Background: an optimization exercise with open tools, aiming at small area, a short achievable clock period and few clock cycles per item. Do not read the settings as production practice. Only simulation tests tie the RTL to the original design; equivalence was not proved.

raven:
Design mdc_b, start of the top module:
module mdc_b(
    input ld, clk,
    input [31:0] i_a, i_b,
    output [31:0] res,
    output done);
    reg [31:0] a, b;
    reg [4:0]  k;
    reg        bo;    
    wire bz = (b == 32'd0);
    wire kz = (k == 5'd0);
    wire [31:0] bg  = b & {32{bo}};
    wire [31:0] gg = a & ~bg;
    wire [31:0] pp = ~(a ^ bg);
    reg  [31:0] G, P;
    integer i, j;
    always @* begin
        G = gg; P = pp;
        for (i = 1; i <= 5; i = i + 1)
            for (j = (1 << i) - 1; j < 32; j = j + (1 << i)) begin
                G[j] = G[j] | (P[j] & G[j - (1 << (i - 1))]);
                P[j] = P[j] & P[j - (1 << (i - 1))];
            end
        for (i = 5; i > 0; i = i - 1)
            for (j = (1 << i) + (1 << (i - 1)) - 1; j < 32; j = j + (1 << i)) begin
                G[j] = G[j] | (P[j] & G[j - (1 << (i - 1))]);
                P[j] = P[j] & P[j - (1 << (i - 1))];
            end
    end
    wire [32:0] c   = {G | P, 1'b1};
    wire [32:0] d   = {~c[32], pp ^ c[31:0]};
    wire        eq  = P[31];
    wire        neg = d[32];
    wire both_even  = ~a[0] & ~b[0];
    wire [8:0]  x   = (a[8:0] ^ bg[8:0]) | {7'd0, both_even, 1'b0};
    wire [2:0] sh = x[1] ? 3'd0 : x[2] ? 3'd1 : x[3] ? 3'd2 : x[4] ? 3'd3 :
                    x[5] ? 3'd4 : x[6] ? 3'd5 : x[7] ? 3'd6 : 3'd7;
    wire       big = (x[8:1] == 8'd0);
    wire [40:0] yx = {{9{neg}}, d[32:1]} >> sh;
    wire [31:0] ys = yx[31:0];
    wire [31:0] nb = neg ? {~ys[31:1], 1'b1} : ys;
    reg [31:0] an, bn;
    reg [4:0]  kn;
    always @* begin
        an = a; bn = b; kn = k;
        if (ld) begin
            an = i_a;
            bn = i_b;
            kn = 5'd0;
        end else if (bz) begin
            bn = 32'd0;   
            if (!kz) begin
                an = {a[30:0], 1'b0};
                kn = k - 5'd1;
            end
  ...
Size in the first run: about 1100 cells after synthesis, ~70 flip-flops, roughly 99 I/O pins, ~6900 sq um of cells after synthesis.
Settings: LEC_CHECK=0, ABC_AREA=1, CAP_MARGIN=20, CORE_MARGIN=2, CORE_UTILIZATION=55, GPL_ROUTABILITY_DRIVEN=0, SETUP_SLACK_MARGIN=2.0, SLEW_MARGIN=20; clock period 5.5 ns.
standard.sh (not shown) runs the stock make flow with config.mk's settings and CLKGATE_MAP_FILE= SYNTH_SCRIPT=/design/flow/synth_recipe.tcl, a recipe that flattens the netlist after the stock synthesis.
==> flow/flow/run.sh <==
#!/bin/bash
# The standard layout (standard.sh) with two changes:
#  - the port buffers are sky130_fd_sc_hd__buf_1 (every port still gets one);
#  - clock tree synthesis uses clkbuf_4/clkbuf_8 and inserts no dummy loads.
# The output of the whole run goes to standard.log; ORFS's per-step logs are
# under orfs/logs/.
set -euo pipefail
export BUFFER_PORTS_ARGS="-inputs -outputs -buffer_cell sky130_fd_sc_hd__buf_1"
export CTS_ARGS="-sink_clustering_enable -repair_clock_nets -dont_use_dummy_load -buf_list {sky130_fd_sc_hd__clkbuf_4 sky130_fd_sc_hd__clkbuf_8}"
bash standard.sh > standard.log 2>&1
Testbench counts of raven, summed over its fixed seeds: cycles 72,118, items 3,200.
Edits applied to the flow inputs when going from raven to ember:
- a deleted GPL_ROUTABILITY_DRIVEN that had been 0
- a change of CORE_UTILIZATION from 55 to 50
- a change of SETUP_SLACK_MARGIN from 2.0 to 1.9
==> run summary <==
No run among ember and raven stopped early or left any final violation; all are clean.
Comparing ember and raven, the higher final cell count is on ember.
Clock distribution area overhead in the final layout across ember and raven: no real change.
After detailed routing, raven needs less wire than ember.
#### Input delta (amber over ember)
- an added PLACE_DENSITY of 0.7
[summary]
- amber completed end to end with timing, DRC and antenna clean.
- amber vs. ember: area used by multi-input combinational logic higher; estimated wirelength of the detail-placed design lower.
- ember and amber ended up with nearly the same shortest clock period the worst path allows after layout.

==> what the ideal ports hide <==
The flow's constraints put no driver on any port. The routed layouts listed below were extracted and timed again, unchanged, in two steps.
Step 1, drivers: a clkbuf_16 drives clk and a buf_2 each remaining input, both assumed.
Step 2 times the ports against the registers' clock, not the clock port: input delays grow and output delays shrink by t, the midpoint of the rising clock arrivals with the driver on.
Three values: no drivers, after step 1, after step 2; two values: the first two.
run	t, ns	setup WS [ns]	latest minus earliest clock arrival (ns)	worst register clock-pin slew, ns
raven	0.370	2.095 / 2.064 / 2.259	0.015 / 0.015	0.07 / 0.07
ember	0.381	2.036 / 2.003 / 2.104	0.014 / 0.014	0.07 / 0.07
amber	0.382	2.036 / 2.002 / 2.109	0.024 / 0.024	0.07 / 0.07
After both steps setup and hold are still met in every run listed.
